Source: an optimization exercise on an open RTL-to-GDS flow (aim: small area). Production flows keep margins and buffers that such runs may drop.
In this exercise RTL edits were held to simulation tests only and were not proved equivalent to the original.
No driver is modelled on the clock port, so clock power and skew are understated where the tree is cut down; a real chip needs a root buffer or a tree.
Power and IR drop assume default switching activity.

## design/flow/design.v

```verilog
`timescale 1ns / 1ps
module AISO(
    input   clk,
    input   rst,
    output  Reset_S
    );
    reg    Qok, Qmeta;
    assign  Reset_S = ~Qok;
    always @(posedge clk, posedge rst)
        if(rst)
            Qmeta <= 1'b0;
        else
            Qmeta <= 1'b1;
    always @(posedge clk)
        Qok <= Qmeta;
endmodule
`timescale 1ns / 1ps
module clk_25MHz(
    input       clk,
    input       rst,
    output  reg clk_out25MHz
    );
    reg     [1:0]   Q;
    always @(posedge clk, posedge rst)
        if(rst)
            Q <= 2'b0;
        else
            Q <= Q + 2'b01;
    always @(*)
        if(Q == 2'b11)
            clk_out25MHz = 1'b1;
        else
            clk_out25MHz = 1'b0;
endmodule
`timescale 1ns / 1ps
module clk_60Hz(
    input       clk,
    input       rst,
    output  reg refr_tick
    );
    reg     [15:0]   Q;
    always @(posedge clk, posedge rst)
        if(rst)
            Q <= 16'b0;
        else
            Q <= Q + 16'b1;
    always @(*)
        if(Q == 16'b0110111001101011)
            refr_tick = 1'b1;
        else
            refr_tick = 1'b0;
endmodule
`timescale 1ns / 1ps
module Horizontal_Scan_Count(
    input               clk_100MHz,
    input               clk_VGA,
    input               rst,
    output  reg         h_sync,
    output  reg         h_scan,
    output  reg         h_vid_on,
    output  reg [9:0]   H_count
    );
    reg     [9:0]   D;
    always @(posedge clk_100MHz, posedge rst)
        if(rst)
            H_count <= 10'b0;
        else
            H_count <= D;
    always @(*) begin
        case({clk_VGA,h_scan})
            2'b00:      D = H_count;
            2'b01:      D = H_count;
            2'b10:      D = H_count + 10'b0000000001;
            2'b11:      D = 10'b0;
            default:    D = 10'b0;
        endcase
        if(H_count == 799)
            h_scan = 1'b1;
        else
            h_scan = 1'b0;
        h_sync =    ~((H_count > 655)  & (H_count < 752));
        h_vid_on =   ((H_count == 0)   | (H_count < 640));
    end      
endmodule
`timescale 1ns / 1ps
module Vertical_Scan_Count(
    input               clk_100MHz,
    input               clk_VGA,
    input               h_scan,
    input               rst,
    output  reg         v_sync,
    output  reg         v_vid_on,
    output  reg [9:0]   V_count
    );
    reg     [9:0]   D;
    reg             v_scan;
    always @(posedge clk_100MHz, posedge rst)
        if(rst)
            V_count <= 10'b0;
        else if(clk_VGA)
                V_count <= D;
             else
                V_count <= V_count;
    always @(*) begin
        case({h_scan,v_scan})
            2'b00:      D = V_count;
            2'b01:      D = V_count;
            2'b10:      D = V_count + 10'b0000000001;
            2'b11:      D = 10'b0;
            default:    D = 10'b0;
        endcase
        if(V_count == 524)
            v_scan = 1'b1;
        else
            v_scan = 1'b0;
        v_sync =    ~((V_count > 489)  & (V_count < 492));
        v_vid_on =   ((V_count == 0)   | (V_count < 480));
    end      
endmodule
`timescale 1ns / 1ps
module VGA_Sync(
    input           clk,
    input           rst,
    output          h_sync,
    output          v_sync,
    output  [9:0]   pixel_x,
    output  [9:0]   pixel_y,
    output          video_on
    );
    wire            clk_VGA, h_vid_on, v_vid_on, h_scan;
    clk_25MHz               u0( .clk(clk),
                                .rst(rst),
                                .clk_out25MHz(clk_VGA));
    Horizontal_Scan_Count   u1( .clk_100MHz(clk),
                                .clk_VGA(clk_VGA),
                                .rst(rst),
                                .h_sync(h_sync),
                                .h_scan(h_scan),
                                .h_vid_on(h_vid_on),
                                .H_count(pixel_x));
    Vertical_Scan_Count     u2( .clk_100MHz(clk),
                                .clk_VGA(clk_VGA),
                                .h_scan(h_scan),
                                .rst(rst),
                                .v_sync(v_sync),
                                .v_vid_on(v_vid_on),
                                .V_count(pixel_y));
    assign video_on = h_vid_on && v_vid_on;
endmodule
`timescale 1ns / 1ps
module Pixel_Generation(
    input               clk,
    input               rst,
    input               refr_tick,
    input               incdec1,
    input               incdec2,
    input               video_on,
    input       [9:0]   pixel_x,
    input       [9:0]   pixel_y,
    output  reg [11:0]  RGB
    );
    reg         [9:0]   paddle_top1;
    reg         [9:0]   paddle_top2;
    reg         [9:0]   ball_left;
    reg         [9:0]   ball_top;
    reg                 ball_goingRight;
    reg                 ball_goingDown;
    always @(posedge clk, posedge rst) begin
        if(rst) begin
            paddle_top1 <= 10'd204;
            paddle_top2 <= 10'd204;
            ball_left <= 10'd36;
            ball_top <= 10'd0;
            ball_goingRight <= 1'b1;
            ball_goingDown <= 1'b1;
        end
        else    if(refr_tick) begin
                    if((~incdec1) && (paddle_top1 != 408))
                        paddle_top1 <= paddle_top1 + 10'd4;
                    if(incdec1 && (paddle_top1 != 0))
                        paddle_top1 <= paddle_top1 - 10'd4;
                    if((~incdec2) && (paddle_top2 != 408))
                        paddle_top2 <= paddle_top2 + 10'd4;
                    if(incdec2 && (paddle_top2 != 0))
                        paddle_top2 <= paddle_top2 - 10'd4;
                    if(ball_top == 0)
                        ball_goingDown <= 1'b1;
                    if(ball_top == 472)
                        ball_goingDown <= 1'b0;
                    if(((ball_left + 10'd8) == 600)) begin
                        if((ball_top > paddle_top1) && (ball_top < (paddle_top1 + 72)))
                            ball_goingRight <= 1'b0;
                        else    if(ball_left == 632) begin
                                    paddle_top1 <= 10'd204;
                                    paddle_top2 <= 10'd204;
                                    ball_left <= 10'd36;
                                    ball_top <= 10'd0;
                                    ball_goingRight <= 1'b1;
                                    ball_goingDown <= 1'b1;
                                end
                    end
                    if((ball_left == 36)) begin
                        if((ball_top > paddle_top2) && (ball_top < (paddle_top2 + 72)))
                            ball_goingRight <= 1'b1;
                        else    if(ball_left == 0) begin
                                    paddle_top1 <= 10'd204;
                                    paddle_top2 <= 10'd204;
                                    ball_left <= 10'd36;
                                    ball_top <= 10'd0;
                                    ball_goingRight <= 1'b1;
                                    ball_goingDown <= 1'b1;
                                end
                    end
                    case({ball_goingRight, ball_goingDown})
                        2'b00:      {ball_left, ball_top} <= {ball_left - 10'd4, ball_top - 10'd4};
                        2'b01:      {ball_left, ball_top} <= {ball_left - 10'd4, ball_top + 10'd4};
                        2'b10:      {ball_left, ball_top} <= {ball_left + 10'd4, ball_top - 10'd4};
                        2'b11:      {ball_left, ball_top} <= {ball_left + 10'd4, ball_top + 10'd4};
                        default:    {ball_left, ball_top} = {ball_left, ball_top};
                    endcase
                end
    end
    always @(*) begin
        if(~video_on)
            RGB = 12'b0;
        else if((pixel_x > 599) && (pixel_x < 604) && (pixel_y > paddle_top1) && (pixel_y < (paddle_top1 + 10'd72)))
            RGB = 12'b1111_1111_0000;
        else if((pixel_x > 31) && (pixel_x < 36) && (pixel_y > paddle_top2) && (pixel_y < (paddle_top2 + 10'd72)))
            RGB = 12'b1111_0000_1111;
        else if((pixel_x > ball_left) && (pixel_x < (ball_left + 10'd8)) && (pixel_y > ball_top) && (pixel_y < (ball_top + 10'd10)))
            RGB = 12'b1111_0000_0000;
        else
            RGB = 12'b0;
    end
endmodule
`timescale 1ns / 1ps
module Top_Level(
    input           clk,
    input           rst,
    input           incdec1,
    input           incdec2,
    output          h_sync,
    output          v_sync,
    output  [11:0]  RGB
    );
    wire            Reset_S, video_on, refr_tick;
    wire    [9:0]   pixel_x, pixel_y;
    AISO                u0( .clk(clk),
                            .rst(rst),
                            .Reset_S(Reset_S));
    VGA_Sync            u1( .clk(clk),
                            .rst(Reset_S),
                            .h_sync(h_sync),
                            .v_sync(v_sync),
                            .pixel_x(pixel_x),
                            .pixel_y(pixel_y),
                            .video_on(video_on));
    clk_60Hz            u2( .clk(clk),
                            .rst(Reset_S),
                            .refr_tick(refr_tick));
    Pixel_Generation    u3( .clk(clk),
                            .rst(Reset_S),
                            .refr_tick(refr_tick),
                            .incdec1(incdec1),
                            .incdec2(incdec2),
                            .video_on(video_on),
                            .pixel_x(pixel_x),
                            .pixel_y(pixel_y),
                            .RGB(RGB));
endmodule
```

## design/flow/run.sh

```bash
#!/bin/bash
# synth_recipe.tcl (not shown) runs the flow's synth.tcl, then flattens the netlist and writes it again
# the make line also repeats each setting of config.mk as NAME=value (left out here)
make -C /OpenROAD-flow-scripts/flow DESIGN_CONFIG=/design/flow/config.mk WORK_HOME=/design/flow/orfs CLKGATE_MAP_FILE= SYNTH_SCRIPT=/design/flow/synth_recipe.tcl finish
```

## design/flow/config.mk

```make
export PLATFORM = sky130hd
export DESIGN_NAME = Top_Level
export DESIGN_NICKNAME = Top_Level
export VERILOG_FILES = /design/flow/design.v
export SDC_FILE = /design/flow/constraint.sdc
export NUM_CORES = 4
export LEC_CHECK = 0
export CAP_MARGIN = 20
export CORE_MARGIN = 2
export CORE_UTILIZATION = 40
export SLEW_MARGIN = 20
```

## design/flow/constraint.sdc

```tcl
create_clock -name core_clock -period 10.0 [get_ports {clk}]
set_input_delay 2.0000 -clock core_clock [delete_from_list [all_inputs] [get_ports {clk}]]
set_output_delay 2.0000 -clock core_clock [all_outputs]
set_load 0.01 [all_outputs]
```

==> reports/qor.txt, run 1 <==
=====================================================================================================
Mean instance size in the synthesized netlist ..........................................   8.922 um^2
Max incr delay on CP ...................................................................       670 ps
Final hold slack .......................................................................     194.7 ps
Number of gates resized after cts ......................................................            0
Register area share after synthesis ....................................................       0.2871
Slew at the pin closest to its max-slew limit ..........................................     932.1 ps
Ordered list of cells on the worst path ................................................ ha_1, a21oi_1, xnor2_1, ha_1, a21oi_1, nor2b_1, o21ai_0, nand3_1, a221oi_1, or3_1, clkdlybuf4s50_1
Clock buffers created by TritonCTS .....................................................            9
Type of element launching the critical path ............................................         flop
CTS H-tree lvls ........................................................................            3
Layer with the highest usage after global routing ......................................         met2
Starting density of the core ...........................................................       0.4106
Final worst-path cycle share ...........................................................       0.5788
Post-Place Cell Area ................................................................... 0.007114 mm^2
Initial antenna violation count ........................................................            0
Detailed Routing Iterations Pass 1 .....................................................            5
Top_reg_cell synth .....................................................................      dfrtp_1
Leading area contributor after synthesis ...............................................      dfrtp_1
Post-synthesis share of cell area spent on full adders, half adders and majority gates .       0.2285
Number of nets in the synthesized netlist ..............................................          894
Post-DRT Antenna Nets ..................................................................            0
Maximum clock path buffer count ........................................................            2
Critical-path maximum fanout ...........................................................            8
Worst-case clock skew ..................................................................     6.126 ps
Number of instances in the synthesized netlist .........................................          766
Die area ............................................................................... 0.01815 mm^2
Kind of cell with the highest combined delay on the critical path ...................... compound AO/OA/AOI/OAI gates
Largest vdd supply drop ................................................................   0.09053 mV
Yosys warning total ....................................................................            6
Finished layout cell area .............................................................. 0.007442 mm^2
Met2 Track Usage GR ....................................................................       0.3063
Slew HR ................................................................................       0.3729
I/O pins ...............................................................................           18
Post-layout minimum cycle time .........................................................      5788 ps
Total placed cells including tap cells .................................................          973
Top cell types by occurrence after synthesis ........................................... ha_1, xnor2_1, dfrtp_1
Final cell utilization of the core .....................................................       0.4472
Post-synthesis register bit count ......................................................           78
Maximum number of pins on one net before global-route repair ...........................           77
Number of setup buffers added after CTS ................................................            0
Max-slew violation count ...............................................................            0
Sinks on the clock net .................................................................           78
Vias in the first global route .........................................................         5335
First-pass GRT wire length .............................................................     27920 um
Setup repair after global routing missed its margin ....................................           no
Largest cells by area after synthesis .................................................. dfrtp_1, ha_1, xnor2_1, dfstp_2, nor2_1
Setup ws final .........................................................................      4212 ps
Floorplan Core Area .................................................................... 0.01664 mm^2
Outcome ................................................................................ finished clean
Antenna diode count ....................................................................            0
Worst Setup End Kind ...................................................................  output port
Global-route met1 utilization ..........................................................       0.2727
Worst Path Class, Setup ................................................................   reg -> out
Die width ..............................................................................     134.7 um
Top-area cell type share of the netlist area ...........................................       0.2380
Count of flip-flops with a built-in enable after synthesis .............................            0
Skew-Pair Late Insertion Delay .........................................................       350 ps
Worst endpoint required time ...........................................................      8000 ps
Final number of setup-violating endpoints ..............................................            0
Global routing met3 resource utilization ...............................................      0.02928
GR Util All Layers .....................................................................       0.1929
Net count reported at finish ...........................................................          893
Total detailed-routing wirelength ......................................................     16420 um
Detailed placement HPWL ................................................................     12050 um
Count of final hold-check violations ...................................................            0
Leakage dissipation ....................................................................     3.361 nW
Bufs and invs on worst path ............................................................            1
Total Power ............................................................................     784.2 uW
CP max-delay cell ......................................................................     a221oi_1
Die extent in y ........................................................................     134.7 um
Starting DRC count in detailed routing .................................................          311
Worst min-delay path category .......................................................... reg -> async
Number of remaining DRC errors .........................................................            0
Pwr Density ............................................................................ 105.4 mW/mm^2
Placement Rows .........................................................................           47
Clock tree from TritonCTS ..............................................................          yes
Number of max-cap violations ...........................................................            0
Simple-Gate Fraction of Synth Area .....................................................       0.1944
Dominant combinational cell family by area after synthesis .............................  adder cells
Aggregate global routing overflow ......................................................            0
Fmax achieved ..........................................................................    172.8 MHz
Per-cell via count in the routed design ................................................        5.441
Count of input and output buffers ......................................................           17
Final sum of negative setup slack ......................................................         0 ps
Parity-gate share of the synthesized area counting xor and xnor cells ..................      0.09868
Post-placement worst setup slack .......................................................      4568 ps
Routability cong. ......................................................................       0.8704
Netlist cell types .....................................................................           70
Compound-gate portion of the synthesized area ..........................................       0.1296
Number of hold buffers added after CTS .................................................            0
Final Instance Count excl. Fillers .....................................................          990
Clk slew on worst S/H paths ............................................................        60 ps
Ratio of cells with drive above 1 in the final layout ..................................      0.05455
Routed wire length per instance ........................................................     16.58 um
FFs w/ async S/R, synth ................................................................       0.9872
CTS root buffer ........................................................................    clkbuf_16
Via count ..............................................................................         5387
Cell area after synthesis .............................................................. 0.006834 mm^2
Most common cell in the netlist ........................................................         ha_1
Data arrival time of the worst path ....................................................      3790 ps
Synth-to-Final Area Change .............................................................       8.898%
Multiplexer area fraction after synthesis ..............................................     0.004577
Reg2reg start ..........................................................................      u2.Q[7]
Launch point of the critical path ...................................................... u3.paddle_top2[3]
=====================================================================================================
## state kept, by name (all words and copies together) (netlist names), 2 cells and up
signal / count
u2.Q: 16
u1.u1.H_count: 10
u1.u2.V_count: 10
u3.paddle_top1: 10
u3.paddle_top2: 10
u3.ball_left: 8
u3.ball_top: 8
u1.u0.Q: 2
## cell usage in the layout (no fill, tap or decap), drive strengths merged, types with 3 or more instances in the layout
cell type	count
nand3	34
clkinv	3
xnor2	68
a21o	6
nor3	18
nor2	61
o22a	3
dfstp	12
o22ai	3
o2111ai	3
clkbuf	10
and3	9
o2111a	3
a211oi	5
xor2	9
a31oi	7
clkdlybuf4s50	17
dfrtp	65
nand3b	4
nand2b	5
nand4	23
o21ai	39
or3	5
inv	56
and4	3
nor3b	3
a22oi	4
nor2b	8
a21oi	36
o21bai	5
nand2	54
nor4	14
a2111oi	3
or4	6
o31ai	4
ha	124
nand4b	3
## final cells by class
class                      instances  area [um^2]
clock inverter                     6        71.32
inverter                          56        210.2
sequential                        78         1966
tap                              220        275.3
multi-input combinational        601         4486
fill                            1625         9200
clock buffer                      10        229.0
timing repair buffer              19        205.2
## final timing paths
kind	slack [ps]	cells past startpoint	endpoint
worst max-delay path	4210	11	RGB[10]
worst min-delay path	190	0	u3.ball_left[3]
worst max register to register	7080	6	u3.ball_goingRight
worst min register to register	190	0	u3.ball_left[3]
max in group asynchronous	8130	2	u0.Qmeta
min in group core_clock	340	0	u0.Qok
## worst register-to-register path, delay by kind of cell, from the launching register on
kind	cells	cell delay, ps
DFF	1	420
and+or+nand+nor	6	2410
## where the power goes
part / total [mW] / leakage (nW) / internal [mW] / switching (mW)
Combinational: 0.107 / 2.28 / 0.0440 / 0.0627
Clock: 0.336 / 0.139 / 0.195 / 0.141
Sequential: 0.341 / 0.940 / 0.325 / 0.0163
Total: 0.784 / 3.36 / 0.564 / 0.220
## cell families (layout without fill, tap and decap cells)
kind of cell	after synthesis	in the layout
flip-flops	78	78
multiplexers	3	3
buffers and inverters	87	91
XOR/XNOR	77	77
AND/OR/NAND/NOR	258	258
other	1	1
AO/OA/AOI/OAI	137	137
adder cells (fa/ha/maj)	125	125
## routing by layer
| layer | wire (um) | vias up | share of wire |
|---|---|---|---|
| met2 | 7458 | 67 | 0.45 |
| met3 | 472 | 18 | 0.029 |
| li1 | - | 2734 | - |
| met4 | 227 | 0 | 0.014 |
| met5 | 0 | - | 0 |
| met1 | 8260 | 2568 | 0.50 |
==> run 2, diff against run 1 <==
==> design/flow/design.v (replaced) <==
`timescale 1ns / 1ps
module Top_Level(
    input           clk,
    input           rst,
    input           incdec1,
    input           incdec2,
    output          h_sync,
    output          v_sync,
    output  [11:0]  RGB
    );
    reg Qmeta, Qok;
    always @(posedge clk, posedge rst)
        if (rst) Qmeta <= 1'b0;
        else     Qmeta <= 1'b1;
    always @(posedge clk)
        Qok <= Qmeta;
    wire srst = ~(Qmeta & Qok);
    reg [1:0] J;
    always @(posedge clk)
        if (srst) J <= 2'b00;
        else      J <= {J[0], ~J[1]};
    wire pen = J[1] & ~J[0];
    reg [15:0] T;
    wire z15 = ~|T[14:0];
    wire tick = z15 & ~T[15];
    always @(posedge clk)
        if (srst) T <= 16'h9e21;
        else      T <= {T[14:0], T[15] ^ T[13] ^ T[12] ^ T[10] ^ z15};
    function [8:0] sub8(input [7:0] a, input [7:0] b);
        integer i;
        reg br;
        begin
            br = 1'b0;
            for (i = 0; i < 8; i = i + 1) begin
                sub8[i] = a[i] ^ b[i] ^ br;
                br = (~a[i] & b[i]) | (~(a[i] ^ b[i]) & br);
            end
            sub8[8] = br;
        end
    endfunction
    function [9:0] inc10(input [9:0] v, input en);
        integer i;
        reg c;
        begin
            c = en;
            for (i = 0; i < 10; i = i + 1) begin
                inc10[i] = v[i] ^ c;
                c = c & v[i];
            end
        end
    endfunction
    function [7:0] updn8(input [7:0] v, input dn, input en);
        integer i;
        reg c;
        begin
            c = en;
            for (i = 0; i < 8; i = i + 1) begin
                updn8[i] = v[i] ^ c;
                c = c & (v[i] ^ dn);
            end
        end
    endfunction
    reg [9:0] x, y;
    wire x_end = x[9] & x[8] & (&x[4:0]);    
    wire y_end = y[9] & y[3] & y[2];         
    always @(posedge clk)
        if (srst | (pen & x_end)) x <= 10'd0;
        else x <= inc10(x, pen);
    always @(posedge clk)
        if (srst | (pen & x_end & y_end)) y <= 10'd0;
        else y <= inc10(y, pen & x_end);
    assign h_sync = ~(x[9] & ~x[8] & x[7] & (x[6] | x[5] | x[4]) & ~(x[6] & x[5] & x[4]));
    assign v_sync = ~(y[8] & y[7] & y[6] & y[5] & ~y[4] & y[3] & ~y[2] & y[1]);
    wire vid = (~x[9] | (~x[8] & ~x[7])) & ~y[9] & ~(y[8] & y[7] & y[6] & y[5]);
    reg [6:0] k1, k2;    
    reg [7:0] a;         
    reg [6:0] w;         
    reg gr, gd;          
    wire k1_max = k1[6] & k1[5] & k1[2] & k1[1];    
    wire k2_max = k2[6] & k2[5] & k2[2] & k2[1];
    wire k1_min = ~|k1;
    wire k2_min = ~|k2;
    wire [6:0] kh = a[7] ? k1 : k2;
    wire [8:0] dh = sub8({1'b0, w}, {1'b0, kh});
    wire hin = ~dh[8] & ~dh[7] & ~dh[6] & ~dh[5] & (dh[4] ? ~|dh[3:1] : |dh[3:0]);   
    wire hit1 = (a == 8'd148) & hin;
    wire hit2 = (a == 8'd9)   & hin;
    wire [7:0] k1n = updn8({1'b0, k1}, incdec1, tick & (incdec1 ? ~k1_min : ~k1_max));
    wire [7:0] k2n = updn8({1'b0, k2}, incdec2, tick & (incdec2 ? ~k2_min : ~k2_max));
    wire [7:0] an  = updn8(a, ~gr, tick);
    wire [7:0] wn  = updn8({1'b0, w}, ~gd, tick);
    wire w_top = w == 7'd0;
    wire w_bot = w == 7'd118;
    always @(posedge clk) begin
        k1 <= srst ? 7'd51 : k1n[6:0];
        k2 <= srst ? 7'd51 : k2n[6:0];
        a  <= srst ? 8'd9  : an;
        w  <= srst ? 7'd0  : wn[6:0];
        gd <= srst | (tick & w_top) | (gd & ~(tick & w_bot));
        gr <= srst | (tick & hit2) | (gr & ~(tick & hit1));
    end
    wire [7:0] mx = x[9:2];
    wire [7:0] my = y[9:2];
    wire [1:0] rx = x[1:0];
    wire [1:0] ry = y[1:0];
    wire [6:0] kd = x[9] ? k1 : k2;
    wire [8:0] dp = sub8(my, {1'b0, kd});
    wire pin = ~dp[8] & ~dp[7] & ~dp[6] & ~dp[5] & (~dp[4] | ~|dp[3:1]) & ~(~|dp[7:0] & ~|ry);   
    wire p1 = (mx == 8'd150) & pin;
    wire p2 = (mx == 8'd8)   & pin;
    wire [8:0] dx = sub8(mx, a);
    wire bx = ~dx[8] & ~|dx[7:1] & (dx[0] | |rx);
    wire [8:0] dy = sub8(my, {1'b0, w});
    wire by = ~dy[8] & ~|dy[7:2] & (dy[1] ? (~dy[0] & ~ry[1]) : (dy[0] | |ry));
    wire ball = vid & bx & by;
    wire red = p1 | p2 | ball;
    assign RGB = {{4{red}}, {4{p1}}, {4{p2}}};
endmodule
==> reports/qor.txt, run 2 <==
=====================================================================================
Data arrival time of the worst path ....................................      5360 ps
Outcome ................................................................ finished clean
Type of element launching the critical path ............................         flop
Initial antenna violation count ........................................            0
Die area ............................................................... 0.01253 mm^2
Clock buffers created by TritonCTS .....................................            9
Final sum of negative setup slack ......................................         0 ps
Clk slew on worst S/H paths ............................................        60 ps
Footprint of the multi-input gates ..................................... 0.002877 mm^2
Routability cong. ......................................................       0.8221
Largest vdd supply drop ................................................   0.08420 mV
Number of setup buffers added after CTS ................................            0
Final number of setup-violating endpoints ..............................            0
Sinks on the clock net .................................................           71
Seq. cell area ......................................................... 0.001426 mm^2
Vias in the first global route .........................................         3519
Worst endpoint required time ...........................................      8000 ps
Leakage dissipation ....................................................     1.855 nW
Routed wire length per instance ........................................     15.63 um
Post-DRT Antenna Nets ..................................................            0
I/O pins ...............................................................           18
Final hold slack .......................................................     458.6 ps
First-pass GRT wire length .............................................     17080 um
Worst-case clock skew ..................................................     8.056 ps
Worst min-delay path category ..........................................   reg -> reg
Leading area contributor after synthesis ...............................      dfxtp_1
Aggregate global routing overflow ......................................            0
Final worst-path cycle share ...........................................       0.7362
CTS H-tree lvls ........................................................            3
Post-synthesis register bit count ......................................           71
Worst Setup End Kind ...................................................  output port
CTS root buffer ........................................................    clkbuf_16
Register area share after synthesis ....................................       0.3061
Number of instances in the synthesized netlist .........................          489
Number of nets in the synthesized netlist ..............................          541
Critical-path maximum fanout ...........................................           14
Number of max-cap violations ...........................................            0
Top-area cell type share of the netlist area ...........................       0.3008
Flip-flop count of the largest register, all copies and words added ....           16
Per-cell via count in the routed design ................................        5.566
Largest cells by area after synthesis .................................. dfxtp_1, fa_1, ha_1, and2_1, mux2i_1
Maximum clock path buffer count ........................................            2
Starting density of the core ...........................................       0.4098
Post-Place Cell Area ................................................... 0.004783 mm^2
Skew-Pair Late Insertion Delay .........................................       340 ps
Number of remaining DRC errors .........................................            0
Antenna diode count ....................................................            0
Via count ..............................................................         3462
Cell area after synthesis .............................................. 0.004659 mm^2
Count of final hold-check violations ...................................            0
Detailed Routing Iterations Pass 1 .....................................            4
Worst Path Class, Setup ................................................   reg -> out
Post-placement worst setup slack .......................................      2925 ps
Ratio of cells with drive above 1 in the final layout ..................      0.09186
Register with the most flip-flops ......................................            T
Largest registers ...................................................... T x16, x x10, y x10
Count of input and output buffers ......................................           17
Most common cell in the netlist ........................................      dfxtp_1
Maximum number of pins on one net before global-route repair ...........           48
Setup ws final .........................................................      2638 ps
Net count reported at finish ...........................................          526
Slew HR ................................................................       0.4141
Total detailed-routing wirelength ......................................      9724 um
Synth-to-Final Area Change .............................................       8.378%
Mean instance size in the synthesized netlist ..........................   9.529 um^2
Detailed placement HPWL ................................................      7070 um
Die width ..............................................................     111.9 um
Die extent in y ........................................................     111.9 um
Number of gates resized after cts ......................................            0
Count of flip-flops with a built-in enable after synthesis .............            0
Netlist cell types .....................................................           59
Top cell types by occurrence after synthesis ........................... dfxtp_1, inv_1, fa_1
Placement Rows .........................................................           39
Fill cell total of the finished layout .................................         1085
Pwr Density ............................................................ 118.7 mW/mm^2
Most frequent standard cell in the layout excluding fill and tap cells .      dfxtp_1
Post-layout minimum cycle time .........................................      7362 ps
FFs w/ async S/R, synth ................................................      0.01408
Top_reg_cell synth .....................................................      dfxtp_1
Number of hold buffers added after CTS .................................            0
Clock tree from TritonCTS ..............................................          yes
Setup repair after global routing missed its margin ....................           no
Starting DRC count in detailed routing .................................          228
Fmax achieved ..........................................................    135.8 MHz
GR Util All Layers .....................................................       0.1670
Floorplan Core Area .................................................... 0.01137 mm^2
Max-slew violation count ...............................................            0
Yosys warning total ....................................................            1
Most used cells in the layout excluding fill and tap cells ............. dfxtp_1, inv_1, fa_1, ha_1, and2_1
Slew at the pin closest to its max-slew limit ..........................     876.8 ps
Finished layout cell area .............................................. 0.005050 mm^2
=====================================================================================
run 2: area by class of cell:
cell class	instances	area share
sequential	71	0.2825
inverter	31	0.02304
clock inverter	6	0.007433
clock buffer	10	0.04534
tap	143	0.03543
multi-input combinational	342	0.5696
timing repair buffer	19	0.03667
run 2: final timing paths:
check	from	endpoint	slack, ps	cells past startpoint
max	x[9]	RGB[5]	2640	14
min	J[1]	J[0]	460	1
max reg2reg	a[7]	gr	5660	15
min reg2reg	J[1]	J[0]	460	1
max in group asynchronous	rst	Qmeta	8110	2
min in group asynchronous	rst	Qmeta	1800	2
run 2: routing by layer:
metal / vias to the layer above / global-route usage / part of all wire
met4: 0 / 0.05366 / 0.015
met3: 13 / 0.03756 / 0.035
li1: 1700 / - / -
met2: 47 / 0.2784 / 0.49
met1: 1702 / 0.2163 / 0.46
met5: - / 0 / 0
run 2: cell families after synthesis:
logic type	synth area share
multiplexers	0.05451
AND/OR/NAND/NOR	0.2782
XOR/XNOR	0.03142
other	0.0008048
adder cells (fa/ha/maj)	0.1692
AO/OA/AOI/OAI	0.08325
flip-flops	0.3061
buffers and inverters	0.07653
run 2: stage by stage:
| stage | utilization | cells | total power [mW] |
|---|---|---|---|
| 5_1_grt | 0.4442 | 622 | 0.6197 |
| 6_report | 0.4442 | 622 | 0.5996 |
| 3_5_place_dp | 0.4207 | 606 | 0.3139 |
| 2_1_floorplan | - | 489 | 0.3087 |
| 4_1_cts | 0.4442 | 622 | 0.6061 |
| 3_3_place_gp | 0.4207 | 606 | 0.3135 |
run 2: critical path: stages (launching register included):
cell and delay [ps]:
dfxtp_1 670, mux2_2 410, ha_1 180, inv_1 70
fa_1 160, inv_1 50, fa_1 370, fa_1 380
fa_1 380, fa_1 380, fa_1 500, and4_1 190
o2111ai_1 170, nor4_1 490, clkdlybuf4s50_1 640
run 2: where the power goes:
part           leakage (nW)  total [mW]  switching, mW  internal, mW
logic                  1.15      0.0178        0.00953       0.00825
clock network         0.124       0.292          0.125         0.166
registers             0.579       0.290        0.00413         0.286
total                  1.86       0.600          0.139         0.461
==> run 3, diff against run 2 <==
--- a/design/flow/design.v
+++ b/design/flow/design.v
@@ -20,12 +20,6 @@
         if (srst) J <= 2'b00;
         else      J <= {J[0], ~J[1]};
     wire pen = J[1] & ~J[0];
-    reg [15:0] T;
-    wire z15 = ~|T[14:0];
-    wire tick = z15 & ~T[15];
-    always @(posedge clk)
-        if (srst) T <= 16'h9e21;
-        else      T <= {T[14:0], T[15] ^ T[13] ^ T[12] ^ T[10] ^ z15};
     function [8:0] sub8(input [7:0] a, input [7:0] b);
         integer i;
         reg br;
@@ -36,6 +30,17 @@
                 br = (~a[i] & b[i]) | (~(a[i] ^ b[i]) & br);
             end
             sub8[8] = br;
+        end
+    endfunction
+    function [8:0] inc9(input [8:0] v, input en);
+        integer i;
+        reg c;
+        begin
+            c = en;
+            for (i = 0; i < 9; i = i + 1) begin
+                inc9[i] = v[i] ^ c;
+                c = c & v[i];
+            end
         end
     endfunction
     function [9:0] inc10(input [9:0] v, input en);
@@ -61,8 +66,14 @@
         end
     endfunction
     reg [9:0] x, y;
-    wire x_end = x[9] & x[8] & (&x[4:0]);    
+    wire x_lo = &x[4:0];
+    wire x_end = x[9] & x[8] & x_lo;         
     wire y_end = y[9] & y[3] & y[2];         
+    reg [8:0] T;
+    always @(posedge clk)
+        if (srst) T <= 9'd0;
+        else T <= inc9(T, pen & x_lo);
+    wire tick = pen & (x[4:0] == 5'd26) & (T == 9'hDC);
     always @(posedge clk)
         if (srst | (pen & x_end)) x <= 10'd0;
         else x <= inc10(x, pen);
@@ -80,11 +91,9 @@
     wire k2_max = k2[6] & k2[5] & k2[2] & k2[1];
     wire k1_min = ~|k1;
     wire k2_min = ~|k2;
-    wire [6:0] kh = a[7] ? k1 : k2;
-    wire [8:0] dh = sub8({1'b0, w}, {1'b0, kh});
-    wire hin = ~dh[8] & ~dh[7] & ~dh[6] & ~dh[5] & (dh[4] ? ~|dh[3:1] : |dh[3:0]);   
-    wire hit1 = (a == 8'd148) & hin;
-    wire hit2 = (a == 8'd9)   & hin;
+    reg hf;
+    wire hit1 = (a == 8'd148) & hf;
+    wire hit2 = (a == 8'd9)   & hf;
     wire [7:0] k1n = updn8({1'b0, k1}, incdec1, tick & (incdec1 ? ~k1_min : ~k1_max));
     wire [7:0] k2n = updn8({1'b0, k2}, incdec2, tick & (incdec2 ? ~k2_min : ~k2_max));
     wire [7:0] an  = updn8(a, ~gr, tick);
@@ -103,9 +112,15 @@
     wire [7:0] my = y[9:2];
     wire [1:0] rx = x[1:0];
     wire [1:0] ry = y[1:0];
-    wire [6:0] kd = x[9] ? k1 : k2;
-    wire [8:0] dp = sub8(my, {1'b0, kd});
-    wire pin = ~dp[8] & ~dp[7] & ~dp[6] & ~dp[5] & (~dp[4] | ~|dp[3:1]) & ~(~|dp[7:0] & ~|ry);   
+    wire hbl = x[9] & (x[8] | x[7]);         
+    wire ksel = hbl ? a[7] : x[9];
+    wire [6:0] kd = ksel ? k1 : k2;
+    wire [7:0] m_in = hbl ? {1'b0, w} : my;
+    wire [1:0] r_in = hbl ? 2'b00 : ry;
+    wire [8:0] dp = sub8(m_in, {1'b0, kd});
+    wire pin = ~dp[8] & ~dp[7] & ~dp[6] & ~dp[5] & (~dp[4] | ~|dp[3:1]) & ~(~|dp[7:0] & ~|r_in);   
+    always @(posedge clk)
+        if (hbl) hf <= pin;
     wire p1 = (mx == 8'd150) & pin;
     wire p2 = (mx == 8'd8)   & pin;
     wire [8:0] dx = sub8(mx, a);
==> design/flow/flow/run.sh (new file) <==
#!/bin/bash
# Own layout flow: the standard ORFS flow, with
#  - synthesis: the standard synthesis script, but ABC optimises for area
#    (area.abc: deepsyn, then amap) and Yosys's full/half adder extraction is
#    skipped, so ABC sees the adders as plain logic; the registers are mapped
#    exactly as in the standard synthesis (ABC runs on the logic only)
#  - clkbuf_8 clock-tree buffers and no dummy clock loads
#  - buf_1 port buffers
# Every tool's output goes to a log file in this folder.
set -euo pipefail
WORK=$(pwd)
FLOWDIR=$(cd "$(dirname "${BASH_SOURCE[0]}")" && pwd)

cat > "$WORK/own_synth.tcl" <<EOT
proc abc {args} {
  set i [lsearch \$args -script]
  if { \$i >= 0 } { lset args [expr {\$i + 1}] $FLOWDIR/area.abc }
  yosys abc {*}\$args
}
proc extract_fa {args} { }
source $WORK/synth_recipe.tcl
EOT

CTS="-sink_clustering_enable -repair_clock_nets -dont_use_dummy_load -buf_list {sky130_fd_sc_hd__clkbuf_8}"
bash "$WORK/standard.sh" \
  SYNTH_SCRIPT="$WORK/own_synth.tcl" \
  CTS_ARGS="${X_CTS_ARGS:-$CTS}" \
  BUFFER_PORTS_ARGS="-buffer_cell sky130_fd_sc_hd__buf_1" \
  ${X_EXTRA:-} \
  finish > "$WORK/orfs_make.log" 2>&1
==> design/flow/flow/area.abc (new file) <==
strash
&get -n
&deepsyn -J 100 -T 100
&put
dch -f
amap
topo
stime -c
==> design/flow/standard.sh (new file) <==
#!/bin/bash
# synth_recipe.tcl (not shown) runs the flow's synth.tcl, then flattens the netlist and writes it again
# the make line also repeats each setting of config.mk as NAME=value (left out here)
make -C /OpenROAD-flow-scripts/flow DESIGN_CONFIG=/design/flow/config.mk WORK_HOME=/design/flow/orfs CLKGATE_MAP_FILE= SYNTH_SCRIPT=/design/flow/synth_recipe.tcl "${@:-finish}"
removed: design/flow/run.sh
==> reports/qor.txt, run 3 <==
=====================================================================================
Outcome ................................................................ finished clean
Aggregate global routing overflow ......................................            0
Top cell types by occurrence after synthesis ........................... nor2_1, clkinv_1, dfxtp_1
Top-area cell type share of the netlist area ...........................       0.3576
Most used cells in the layout excluding fill and tap cells ............. nor2_1, clkinv_1, dfxtp_1, nand2_1, nor3_1
CTS H-tree lvls ........................................................            3
Ratio of cells with drive above 1 in the final layout ..................      0.01953
Count of input and output buffers ......................................           17
Number of setup buffers added after CTS ................................            0
Critical-path maximum fanout ...........................................            8
Hold path cells ........................................................            0
Maximum clock path buffer count ........................................            2
Slew at the pin closest to its max-slew limit ..........................     922.3 ps
Global routing met3 resource utilization ...............................      0.04510
Sinks on the clock net .................................................           65
Final worst-path cycle share ...........................................       0.6480
Type of element launching the critical path ............................         flop
Leakage dissipation ....................................................     1.235 nW
I/O pins ...............................................................           18
Number of cells on the worst reg-to-reg path ...........................           12
Layer with the highest usage after global routing ......................         met2
Post-layout minimum cycle time .........................................      6480 ps
Most frequent standard cell in the layout excluding fill and tap cells .       nor2_1
Ordered list of cells on the worst path ................................ nor2_1, o21ai_0, clkinv_1, o22ai_1, nor2_1, nor2_1, nand2_1, o22a_1, a21oi_1, o21ai_0, o21a_1, nor3_1, nor2_1, a21oi_1, nand2_1, nor3_1, or3_1, buf_1
Largest vdd supply drop ................................................   0.06283 mV
Pwr Density ............................................................ 116.5 mW/mm^2
Number of remaining DRC errors .........................................            0
Detailed placement HPWL ................................................      6519 um
Final sum of negative setup slack ......................................         0 ps
Die area ............................................................... 0.009585 mm^2
Final Instance Count excl. Fillers .....................................          620
CP max-delay cell ......................................................      o21ai_0
Count of flip-flops with a built-in enable after synthesis .............            1
Number of instances in the synthesized netlist .........................          497
Slew HR ................................................................       0.3787
Die width ..............................................................     97.91 um
Skew-Pair Late Insertion Delay .........................................       350 ps
Vias in the first global route .........................................         3091
Total placed cells including tap cells .................................          611
Worst setup slack for register-to-register paths .......................      6390 ps
Cell area after synthesis .............................................. 0.003527 mm^2
Met2 Track Usage GR ....................................................       0.3066
Yosys warning total ....................................................            1
Clock buffers created by TritonCTS .....................................            9
Most common cell in the netlist ........................................       nor2_1
Fill cell total of the finished layout .................................          919
Starting DRC count in detailed routing .................................          141
Final hold slack .......................................................     372.4 ps
Max incr delay on CP ...................................................       720 ps
Antenna diode count ....................................................            0
Post-DRT Antenna Nets ..................................................            0
Fmax achieved ..........................................................    154.3 MHz
Data arrival time of the worst path ....................................      4480 ps
Register area share after synthesis ....................................       0.3732
Clk slew on worst S/H paths ............................................        70 ps
Floorplan Core Area .................................................... 0.008636 mm^2
Largest registers ...................................................... x x10, y x10, T x9
Number of nets in the synthesized netlist ..............................          501
Worst min-delay path category ..........................................   reg -> reg
Largest cells by area after synthesis .................................. dfxtp_1, nor2_1, clkinv_1, a211oi_1, nor3_1
Setup repair after global routing missed its margin ....................           no
Leading area contributor after synthesis ...............................      dfxtp_1
Worst Setup End Kind ...................................................  output port
Number of hold buffers added after CTS .................................            0
Finished layout cell area .............................................. 0.003767 mm^2
Top_reg_cell synth .....................................................      dfxtp_1
FFs w/ async S/R, synth ................................................      0.01538
Number of max-cap violations ...........................................            0
Netlist cell types .....................................................           39
Clock tree from TritonCTS ..............................................          yes
Via count ..............................................................         3443
Mean instance size in the synthesized netlist ..........................   7.097 um^2
Starting density of the core ...........................................       0.4084
Die extent in y ........................................................     97.91 um
Initial antenna violation count ........................................            0
Worst Path Class, Setup ................................................   reg -> out
Worst-case clock skew ..................................................     17.03 ps
Most common cell on crit path ..........................................       nor2_1
Routed wire length per instance ........................................     13.82 um
Per-cell via count in the routed design ................................        5.553
Global-route met1 utilization ..........................................       0.2532
Detailed Routing Iterations Pass 1 .....................................            5
Worst endpoint required time ...........................................      8000 ps
Routability cong. ......................................................       0.9367
Placement Rows .........................................................           34
Count of final hold-check violations ...................................            0
Total detailed-routing wirelength ......................................      8569 um
Final number of setup-violating endpoints ..............................            0
Post-synthesis register bit count ......................................           65
Synth-to-Final Area Change .............................................       6.811%
CTS root buffer ........................................................     clkbuf_8
GR Util All Layers .....................................................       0.1893
Post-Place Cell Area ................................................... 0.003643 mm^2
Number of gates resized after cts ......................................            0
Max-slew violation count ...............................................            0
First-pass GRT wire length .............................................     14760 um
Maximum number of pins on one net before global-route repair ...........           34
Net count reported at finish ...........................................          518
Final cell utilization of the core .....................................       0.4363
=====================================================================================
run 3: logic make-up (layout without fill, tap and decap cells):
family | Yosys count | after routing | synth area share
AND/OR/NAND/NOR | 216 | 216 | 0.2707
AO/OA/AOI/OAI | 132 | 132 | 0.2540
other | 1 | 1 | 0.001063
buffers and inverters | 83 | 98 | 0.1011
flip-flops | 65 | 65 | 0.3732
run 3: report_power, final:
group          leakage [nW]  internal [mW]  switching, mW  total, mW
clock                0.0647         0.0801         0.0899      0.170
sequential            0.532          0.260       0.000264      0.261
combinational         0.638        0.00176        0.00650    0.00827
total                  1.23          0.342         0.0967      0.439
run 3: cell type report:
cell class	instances	area, um^2	area share
clock buffers	9	123.9	0.03288
repair buffers	18	71.32	0.01893
inverters	71	266.5	0.07074
well taps	108	135.1	0.03587
flip-flops and latches	65	1316	0.3494
multi-input cells	349	1854	0.4922
run 3: worst paths after layout:
check / start / to
setup / recovery: x[8] / RGB[8]
hold / removal: Qmeta / Qok
setup reg to reg: T[1] / k2[6]
hold reg to reg: Qmeta / Qok
max in group asynchronous: rst / Qmeta
min in group asynchronous: rst / Qmeta
run 3: stage by stage:
stage / total power, mW / setup WS [ps]
floorplan: 0.2714 / 4597
global placement: 0.2747 / 4168
detailed placement: 0.2748 / 3946
CTS: 0.4454 / 3551
global route: 0.4553 / 2969
finish: 0.4388 / 3520
run 3: per-layer routing:
layer | vias to the layer above | wire length [um]
met1 | 1562 | 4139
met3 | 11 | 355
met5 | - | 0
met2 | 63 | 3977
met4 | 0 | 96
li1 | 1807 | -
run 3: worst max-delay path, delay by kind of cell (launching register included):
kind,cells,cell delay (ps)
AOI/OAI and AO/OA,7,1870
buffers and inverters,2,560
and+or+nand+nor,9,1340
DFF,1,380
==> run 4, diff against run 3 <==
--- a/design/flow/flow/run.sh
+++ b/design/flow/flow/run.sh
@@ -4,7 +4,6 @@
 #    (area.abc: deepsyn, then amap) and Yosys's full/half adder extraction is
 #    skipped, so ABC sees the adders as plain logic; the registers are mapped
 #    exactly as in the standard synthesis (ABC runs on the logic only)
-#  - clkbuf_8 clock-tree buffers and no dummy clock loads
 #  - buf_1 port buffers
 # Every tool's output goes to a log file in this folder.
 set -euo pipefail
@@ -24,7 +23,7 @@
 CTS="-sink_clustering_enable -repair_clock_nets -dont_use_dummy_load -buf_list {sky130_fd_sc_hd__clkbuf_8}"
 bash "$WORK/standard.sh" \
   SYNTH_SCRIPT="$WORK/own_synth.tcl" \
-  CTS_ARGS="${X_CTS_ARGS:-$CTS}" \
+  CTS_ARGS="$CTS" \
   BUFFER_PORTS_ARGS="-buffer_cell sky130_fd_sc_hd__buf_1" \
-  ${X_EXTRA:-} \
+  POST_CTS_TCL="$FLOWDIR/post_cts.tcl" \
   finish > "$WORK/orfs_make.log" 2>&1
==> design/flow/flow/post_cts.tcl (new file) <==
set target_ps 110.0
proc clk_slew_max_ps {} {
  set worst 0.0
  foreach pin [all_registers -clock_pins -edge_triggered] {
    foreach edge {rise fall} {
      foreach an {min max} {
        set s [sta::time_ui_sta [get_property $pin slew_${an}_$edge]]
        set worst [expr {max($worst, $s * 1e12)}]
      }
    }
  }
  return $worst
}
estimate_parasitics -placement
puts "post_cts: clock pin slew before: [clk_slew_max_ps] ps"
set bufs {}
foreach inst [get_cells -hierarchical *] {
  set m [get_property $inst ref_name]
  if {[string match sky130_fd_sc_hd__clkbuf_* $m]} { lappend bufs $inst }
}
foreach inst $bufs {
  set name [get_property $inst full_name]
  foreach smaller {sky130_fd_sc_hd__clkbuf_4 sky130_fd_sc_hd__clkbuf_2} {
    set old [get_property $inst ref_name]
    replace_cell $inst $smaller
    estimate_parasitics -placement
    set s [clk_slew_max_ps]
    if {$s > $target_ps} {
      replace_cell $inst $old
      estimate_parasitics -placement
      puts "post_cts: $name stays $old ($smaller gives $s ps)"
      break
    }
    puts "post_cts: $name -> $smaller ($s ps)"
  }
}
puts "post_cts: clock pin slew after: [clk_slew_max_ps] ps"
detailed_placement
==> reports/qor.txt, run 4 <==
=====================================================================================
Top_reg_cell synth .....................................................      dfxtp_1
Yosys warning total ....................................................            1
FFs w/ async S/R, synth ................................................      0.01538
Type of element launching the critical path ............................         flop
Capture point of the critical path .....................................       RGB[8]
Post-Place Cell Area ................................................... 0.003643 mm^2
Fmax achieved ..........................................................    150.6 MHz
Post-layout minimum cycle time .........................................      6641 ps
Ordered list of cells on the worst path ................................ nor2_1, o21ai_0, clkinv_1, o22ai_1, nor2_1, nor2_1, nand2_1, o22a_1, a21oi_1, o21ai_0, o21a_1, nor3_1, nor2_1, a21oi_1, nand2_1, nor3_1, or3_1, buf_1
Worst-case clock skew ..................................................     26.54 ps
Number of cells on the critical path ...................................           18
Finished layout cell area .............................................. 0.003721 mm^2
Synth-to-Final Area Change .............................................       5.498%
Vias in the first global route .........................................         3094
Die width ..............................................................     97.91 um
Critical register-to-register path endpoint ............................        k2[6]
Outcome ................................................................ finished clean
Maximum number of pins on one net before global-route repair ...........           34
Most common cell in the netlist ........................................       nor2_1
Most common cell on crit path ..........................................       nor2_1
Aggregate global routing overflow ......................................            0
Launch point of the critical path ......................................         x[8]
Routability cong. ......................................................       0.9367
Starting DRC count in detailed routing .................................          152
First-pass GRT wire length .............................................     14750 um
Clk slew on worst S/H paths ............................................        90 ps
Number of cells on the worst reg-to-reg path ...........................           12
Leading area contributor after synthesis ...............................      dfxtp_1
Mean instance size in the synthesized netlist ..........................   7.097 um^2
Pwr Density ............................................................ 107.7 mW/mm^2
Count of input and output buffers ......................................           17
Skew-Pair Late Insertion Delay .........................................       500 ps
Hold path cells ........................................................            0
Largest cells by area after synthesis .................................. dfxtp_1, nor2_1, clkinv_1, a211oi_1, nor3_1
Worst Path Class, Setup ................................................   reg -> out
Final cell utilization of the core .....................................       0.4309
Worst endpoint required time ...........................................      8000 ps
Largest registers ...................................................... x x10, y x10, T x9
Floorplan Core Area .................................................... 0.008636 mm^2
Top cell types by occurrence after synthesis ........................... nor2_1, clkinv_1, dfxtp_1
Most frequent standard cell in the layout excluding fill and tap cells .       nor2_1
Top-area cell type share of the netlist area ...........................       0.3576
Max-slew violation count ...............................................            0
Count of final hold-check violations ...................................            0
I/O pins ...............................................................           18
GR Util All Layers .....................................................       0.1884
Final number of setup-violating endpoints ..............................            0
Initial antenna violation count ........................................            0
CP max-delay cell ......................................................      o21ai_0
Cell area after synthesis .............................................. 0.003527 mm^2
Per-cell via count in the routed design ................................        5.456
Final sum of negative setup slack ......................................         0 ps
Number of nets in the synthesized netlist ..............................          501
Post-DRT Antenna Nets ..................................................            0
Total detailed-routing wirelength ......................................      8572 um
Worst setup slack for register-to-register paths .......................      6340 ps
Net count reported at finish ...........................................          518
Bufs and invs on worst path ............................................            2
Detailed placement HPWL ................................................      6519 um
Worst Setup End Kind ...................................................  output port
Max incr delay on CP ...................................................       730 ps
Number of max-cap violations ...........................................            0
Setup repair after global routing missed its margin ....................           no
Ratio of cells with drive above 1 in the final layout ..................      0.01953
Die extent in y ........................................................     97.91 um
Number of instances in the synthesized netlist .........................          497
Antenna diode count ....................................................            0
Post-synthesis register bit count ......................................           65
Count of flip-flops with a built-in enable after synthesis .............            1
Reg2reg start ..........................................................         T[1]
Largest vdd supply drop ................................................   0.06011 mV
Data arrival time of the worst path ....................................      4640 ps
Die area ............................................................... 0.009585 mm^2
Register area share after synthesis ....................................       0.3732
Slew HR ................................................................       0.3760
Fill cell total of the finished layout .................................          924
Detailed Routing Iterations Pass 1 .....................................            4
Kind of cell with the highest combined delay on the critical path ...... compound AO/OA/AOI/OAI gates
Sinks on the clock net .................................................           65
Critical-path maximum fanout ...........................................            8
Clock tree from TritonCTS ..............................................          yes
Leakage dissipation ....................................................     1.216 nW
Slew at the pin closest to its max-slew limit ..........................     926.2 ps
Via count ..............................................................         3383
Worst min-delay path category ..........................................   reg -> reg
Final worst-path cycle share ...........................................       0.6641
Starting density of the core ...........................................       0.4084
Most used cells in the layout excluding fill and tap cells ............. nor2_1, clkinv_1, dfxtp_1, nand2_1, nor3_1
Number of remaining DRC errors .........................................            0
Netlist cell types .....................................................           39
Placement Rows .........................................................           34
Routed wire length per instance ........................................     13.83 um
=====================================================================================
run 4: cell families after synthesis:
group	after synthesis	synth area share
other	1	0.001063
AOI/OAI and AO/OA	132	0.2540
and+or+nand+nor	216	0.2707
buffers and inverters	83	0.1011
DFF	65	0.3732
run 4: worst min path at each step:
stage          startpoint   to  slack [ps]
6_report            Qmeta  Qok         370
5_1_grt             Qmeta  Qok         390
3_5_place_dp        Qmeta  Qok         360
3_3_place_gp        Qmeta  Qok         350
2_1_floorplan       Qmeta  Qok         350
run 4: where the power goes:
part           internal (mW)  switching, mW  leakage (nW)
Sequential             0.260       0.000264         0.532
Clock                 0.0474         0.0850        0.0461
Combinational        0.00176        0.00645         0.638
Total                  0.309         0.0917          1.22
run 4: final cells by class:
cell class              instances  area [um^2]  share of cell area
multi-input cells             349         1854              0.4983
clock buffers                   9        77.57             0.02085
well taps                     108        135.1             0.03631
flip-flops and latches         65         1316              0.3537
inverters                      71        266.5             0.07162
repair buffers                 18        71.32             0.01917
run 4: per-layer routing:
| metal | wire length (um) | GRT usage | vias up |
|---|---|---|---|
| met4 | 78 | 0.06197 | 0 |
| met1 | 4271 | 0.2532 | 1525 |
| met3 | 250 | 0.03436 | 7 |
| li1 | - | - | 1801 |
| met2 | 3971 | 0.3066 | 50 |
| met5 | 0 | 0 | - |
run 4: through the flow:
step | instances | setup WS (ps) | hold WS [ps] | power (mW)
5_1_grt | 620 | 2777 | 387.3 | 0.4172
3_5_place_dp | 611 | 3946 | 360.4 | 0.2748
3_3_place_gp | 611 | 4168 | 353.7 | 0.2747
6_report | 620 | 3359 | 372.9 | 0.4009
2_1_floorplan | 497 | 4597 | 347.5 | 0.2714
==> run 5, diff against run 4 <==
==> design/flow/flow/area.abc (replaced) <==
strash
&get -n
&deepsyn -J 1000 -T 300
&put
dch -f
amap
topo
stime -c
--- a/design/flow/flow/post_cts.tcl
+++ b/design/flow/flow/post_cts.tcl
@@ -1,4 +1,4 @@
-set target_ps 110.0
+set target_ps 118.0
 proc clk_slew_max_ps {} {
   set worst 0.0
   foreach pin [all_registers -clock_pins -edge_triggered] {
@@ -11,16 +11,73 @@
   }
   return $worst
 }
+set block [ord::get_db_block]
+proc move_to_sinks {inst} {
+  set net [[$inst findITerm X] getNet]
+  set sx 0; set sy 0; set n 0
+  foreach it [$net getITerms] {
+    if {[$it getInst] eq $inst} { continue }
+    set b [[$it getInst] getBBox]
+    incr sx [expr {([$b xMin] + [$b xMax]) / 2}]
+    incr sy [expr {([$b yMin] + [$b yMax]) / 2}]
+    incr n
+  }
+  if {$n} { $inst setLocation [expr {$sx / $n}] [expr {$sy / $n}] }
+}
+set leaves {}
+foreach i {0 1 2 3 4 5 6 7} {
+  set inst [$block findInst clkbuf_3_${i}__f_clk]
+  if {$inst ne "NULL"} { lappend leaves $inst }
+}
+if {[llength $leaves] == 8} {
+  foreach {keep drop} $leaves {
+    set keepnet [[$keep findITerm X] getNet]
+    set dropnet [[$drop findITerm X] getNet]
+    foreach lt [$dropnet getITerms] {
+      if {[$lt getInst] eq $drop} { continue }
+      $lt disconnect
+      $lt connect $keepnet
+    }
+    puts "post_cts: merged [$drop getName] into [$keep getName]"
+    odb::dbInst_destroy $drop
+    odb::dbNet_destroy $dropnet
+    move_to_sinks $keep
+  }
+}
 estimate_parasitics -placement
-puts "post_cts: clock pin slew before: [clk_slew_max_ps] ps"
-set bufs {}
-foreach inst [get_cells -hierarchical *] {
-  set m [get_property $inst ref_name]
-  if {[string match sky130_fd_sc_hd__clkbuf_* $m]} { lappend bufs $inst }
+puts "post_cts: clock pin slew after merging: [clk_slew_max_ps] ps"
+# a merged leaf whose registers see too slow a clock edge gets a bigger buffer
+proc sink_slew_max_ps {inst} {
+  set worst 0.0
+  foreach it [[[$inst findITerm X] getNet] getITerms] {
+    if {[$it getInst] eq $inst} { continue }
+    set pin [get_pins [[$it getInst] getName]/[[$it getMTerm] getName]]
+    foreach edge {rise fall} {
+      foreach an {min max} {
+        set s [sta::time_ui_sta [get_property $pin slew_${an}_$edge]]
+        set worst [expr {max($worst, $s * 1e12)}]
+      }
+    }
+  }
+  return $worst
 }
+foreach i {0 2 4 6} {
+  set inst [$block findInst clkbuf_3_${i}__f_clk]
+  if {$inst eq "NULL"} { continue }
+  if {[sink_slew_max_ps $inst] > $target_ps} {
+    replace_cell [get_cells clkbuf_3_${i}__f_clk] sky130_fd_sc_hd__clkbuf_16
+    estimate_parasitics -placement
+    puts "post_cts: clkbuf_3_${i}__f_clk -> clkbuf_16 ([sink_slew_max_ps $inst] ps)"
+  }
+}
+puts "post_cts: clock pin slew after upsizing: [clk_slew_max_ps] ps"
+set bufs [list [get_cells clkbuf_0_clk]]
+foreach inst [get_cells clkbuf_3_*] { lappend bufs $inst }
 foreach inst $bufs {
   set name [get_property $inst full_name]
-  foreach smaller {sky130_fd_sc_hd__clkbuf_4 sky130_fd_sc_hd__clkbuf_2} {
+  set sizes {sky130_fd_sc_hd__clkbuf_16 sky130_fd_sc_hd__clkbuf_8 sky130_fd_sc_hd__clkbuf_4 sky130_fd_sc_hd__clkbuf_2}
+  set cur [lsearch $sizes [get_property $inst ref_name]]
+  foreach smaller [lrange $sizes [expr {$cur + 1}] end] {
     set old [get_property $inst ref_name]
     replace_cell $inst $smaller
     estimate_parasitics -placement
==> reports/qor.txt, run 5 <==
=====================================================================================
Outcome ................................................................ finished clean
Skew-Pair Late Insertion Delay .........................................       440 ps
Per-cell via count in the routed design ................................        5.492
Slew HR ................................................................       0.3485
Leading area contributor after synthesis ...............................      dfxtp_1
Largest cells by area after synthesis .................................. dfxtp_1, nor2_1, clkinv_1, a211oi_1, o21ai_0
Number of instances in the synthesized netlist .........................          494
Setup repair after global routing missed its margin ....................           no
Most common cell in the netlist ........................................       nor2_1
Total placed cells including tap cells .................................          609
Starting DRC count in detailed routing .................................          168
First-pass GRT wire length .............................................     15010 um
Pwr Density ............................................................ 104.4 mW/mm^2
Hold path cells ........................................................            0
Int Power ..............................................................     300.6 uW
Aggregate global routing overflow ......................................            0
Top cell types by occurrence after synthesis ........................... nor2_1, clkinv_1, dfxtp_1
Clk slew on worst S/H paths ............................................       100 ps
Top-area cell type share of the netlist area ...........................       0.3582
Mean instance size in the synthesized netlist ..........................   7.127 um^2
Synth-to-Final Area Change .............................................       5.224%
Most used cells in the layout excluding fill and tap cells ............. nor2_1, clkinv_1, dfxtp_1, nand2_1, o21ai_0
Largest registers ...................................................... x x10, y x10, T x9
Cell area after synthesis .............................................. 0.003521 mm^2
Max-slew violation count ...............................................            0
Switching fraction of total power ......................................       0.2226
Sinks on the clock net .................................................           65
Largest vdd supply drop ................................................   0.07765 mV
Routed wire length per instance ........................................     14.53 um
Post-synthesis register bit count ......................................           65
Worst-case clock skew ..................................................     8.781 ps
Die width ..............................................................     97.82 um
Number of cells on the worst reg-to-reg path ...........................           19
Final cell utilization of the core .....................................       0.4290
Die extent in y ........................................................     97.82 um
Detailed Routing Iterations Pass 1 .....................................            5
Final sum of negative setup slack ......................................         0 ps
Detailed placement HPWL ................................................      6866 um
Count of final hold-check violations ...................................            0
Count of input and output buffers ......................................           17
Vias in the first global route .........................................         3120
Top_reg_cell synth .....................................................      dfxtp_1
Number of nets in the synthesized netlist ..............................          498
Leakage dissipation ....................................................     1.207 nW
Number of max-cap violations ...........................................            0
Routability cong. ......................................................       0.9237
Final number of setup-violating endpoints ..............................            0
Post-layout minimum cycle time .........................................      6444 ps
Initial antenna violation count ........................................            0
Starting density of the core ...........................................       0.4077
Final worst-path cycle share ...........................................       0.6444
Total detailed-routing wirelength ......................................      8921 um
Final hold slack .......................................................     380.9 ps
Switching Power ........................................................     86.06 uW
Via count ..............................................................         3372
Worst min-delay path category ..........................................   reg -> reg
Placement Rows .........................................................           34
Yosys warning total ....................................................            1
Type of element launching the critical path ............................         flop
I/O pins ...............................................................           18
Total Power ............................................................     386.6 uW
Most frequent standard cell in the layout excluding fill and tap cells .       nor2_1
Share of power burned in combinational logic ...........................        0.023
Maximum number of pins on one net before global-route repair ...........           19
Data arrival time of the worst path ....................................      4440 ps
Seq pwr share ..........................................................        0.673
Worst endpoint required time ...........................................      8000 ps
Register area share after synthesis ....................................       0.3738
Number of remaining DRC errors .........................................            0
Final Instance Count excl. Fillers .....................................          614
Clock share of power ...................................................        0.303
Worst Setup End Kind ...................................................  output port
Post-DRT Antenna Nets ..................................................            0
Fmax achieved ..........................................................    155.2 MHz
Critical-path maximum fanout ...........................................            9
GR Util All Layers .....................................................       0.1939
Antenna diode count ....................................................            0
Worst Path Class, Setup ................................................   reg -> out
Slew at the pin closest to its max-slew limit ..........................     967.0 ps
Netlist cell types .....................................................           39
Die area ............................................................... 0.009569 mm^2
Ratio of cells with drive above 1 in the final layout ..................      0.01383
Count of flip-flops with a built-in enable after synthesis .............            1
Floorplan Core Area .................................................... 0.008636 mm^2
Net count reported at finish ...........................................          512
FFs w/ async S/R, synth ................................................      0.01538
=====================================================================================
[run 5: changes by cell type in the layout (fill, tap and decap cells not counted), sizes merged, moves of 4 or more]
cell	before	now
a31oi	2	6
nor3	32	22
nor2	106	102
o21ai	22	34
o22ai	25	14
o221ai	8	4
clkbuf	9	5
[run 5: layout make-up]
class                      instances  area [um^2]
fill                             921         4931
multi-input combinational        346         1848
sequential                        65         1316
inverter                          71        266.5
tap                              108        135.1
timing repair buffer              19        78.83
clock buffer                       5        60.06
[run 5: critical path, stage by stage (launching register included)]
cell	delay (ps)
dfxtp_1	420
nor2_1	100
o21ai_0	760
clkinv_1	380
o22ai_1	260
and2_0	240
or2_0	170
nor2_1	50
o21ai_0	100
o2111ai_1	140
nor3_1	200
o221a_1	240
nand2_1	90
nor4_1	450
or3_1	230
buf_1	160
[run 5: stage by stage]
| stage | worst slack (ps) | area [um^2] |
|---|---|---|
| 6_report | 3556 | 3705 |
| 3_3_place_gp | 4221 | 3645 |
| 5_1_grt | 2994 | 3705 |
| 3_5_place_dp | 4047 | 3645 |
| 2_1_floorplan | 4668 | 3521 |
[run 5: worst paths after layout]
kind,startpoint,to,slack (ps)
max reg2reg,J[0],y[8],6520
min in group asynchronous,rst,Qmeta,1350
max,x[7],RGB[11],3560
min,Qmeta,Qok,380
max in group asynchronous,rst,Qmeta,8570
min reg2reg,Qmeta,Qok,380
[run 5: routing by layer]
| layer | global-route usage | vias to the layer above | wire, um |
|---|---|---|---|
| met4 | 0.05983 | 0 | 125 |
| met2 | 0.3209 | 73 | 4101 |
| met3 | 0.03508 | 10 | 409 |
| li1 | - | 1784 | - |
| met5 | 0 | - | 0 |
| met1 | 0.2578 | 1505 | 4285 |
[run 5: kinds of logic after synthesis]
family                 after synthesis  synth area share
AND/OR/NAND/NOR                    203            0.2548
AO/OA/AOI/OAI                      142            0.2690
other                                1          0.001065
flip-flops                          65            0.3738
buffers and inverters               83            0.1013
[run 5: power by group through the flow]
stage	registers, mW	clock network (mW)	logic [mW]
floorplan	0.266	0	0.00532
global placement	0.266	0	0.00903
detailed placement	0.266	0	0.00920
global route	0.261	0.135	0.0101
finish	0.260	0.117	0.00897

[what the ideal ports hide]
How much do the figures lean on ideal ports? The routed layouts below were timed once more, with nothing changed but the port constraints. Step 1 (the two cells are an assumption about what drives the block):
set clk [get_ports {clk}]
set_driving_cell -lib_cell sky130_fd_sc_hd__clkbuf_16 $clk
set_driving_cell -lib_cell sky130_fd_sc_hd__buf_2 [delete_from_list [all_inputs] $clk]
Step 2 moves the port delays by t, midway between the first and last clock arrival at a register: inputs arrive t later, outputs are due t later. That takes back most of the time a late clock gives input paths. Slacks: ideal ports / drivers / drivers and shift; pairs: ideal ports / drivers.
| run | t (ns) | setup slack, ns | worst setup path at the end | worst register clock-pin slew, ns | pins driven straight from the clock port |
|---|---|---|---|---|---|
| run 1 | 0.391 | 4.212 / 4.170 / 4.561 | register to output | 0.06 / 0.06 | 1 |
| run 2 | 0.370 | 2.638 / 2.603 / 2.973 | register to output | 0.06 / 0.06 | 1 |
| run 3 | 0.373 | 3.520 / 3.491 / 3.864 | register to output | 0.07 / 0.07 | 1 |
| run 4 | 0.513 | 3.359 / 3.332 / 3.845 | register to output | 0.09 / 0.09 | 1 |
| run 5 | 0.465 | 3.556 / 3.526 / 3.991 | register to output | 0.10 / 0.10 | 1 |
After both steps setup and hold are still met in every run listed.
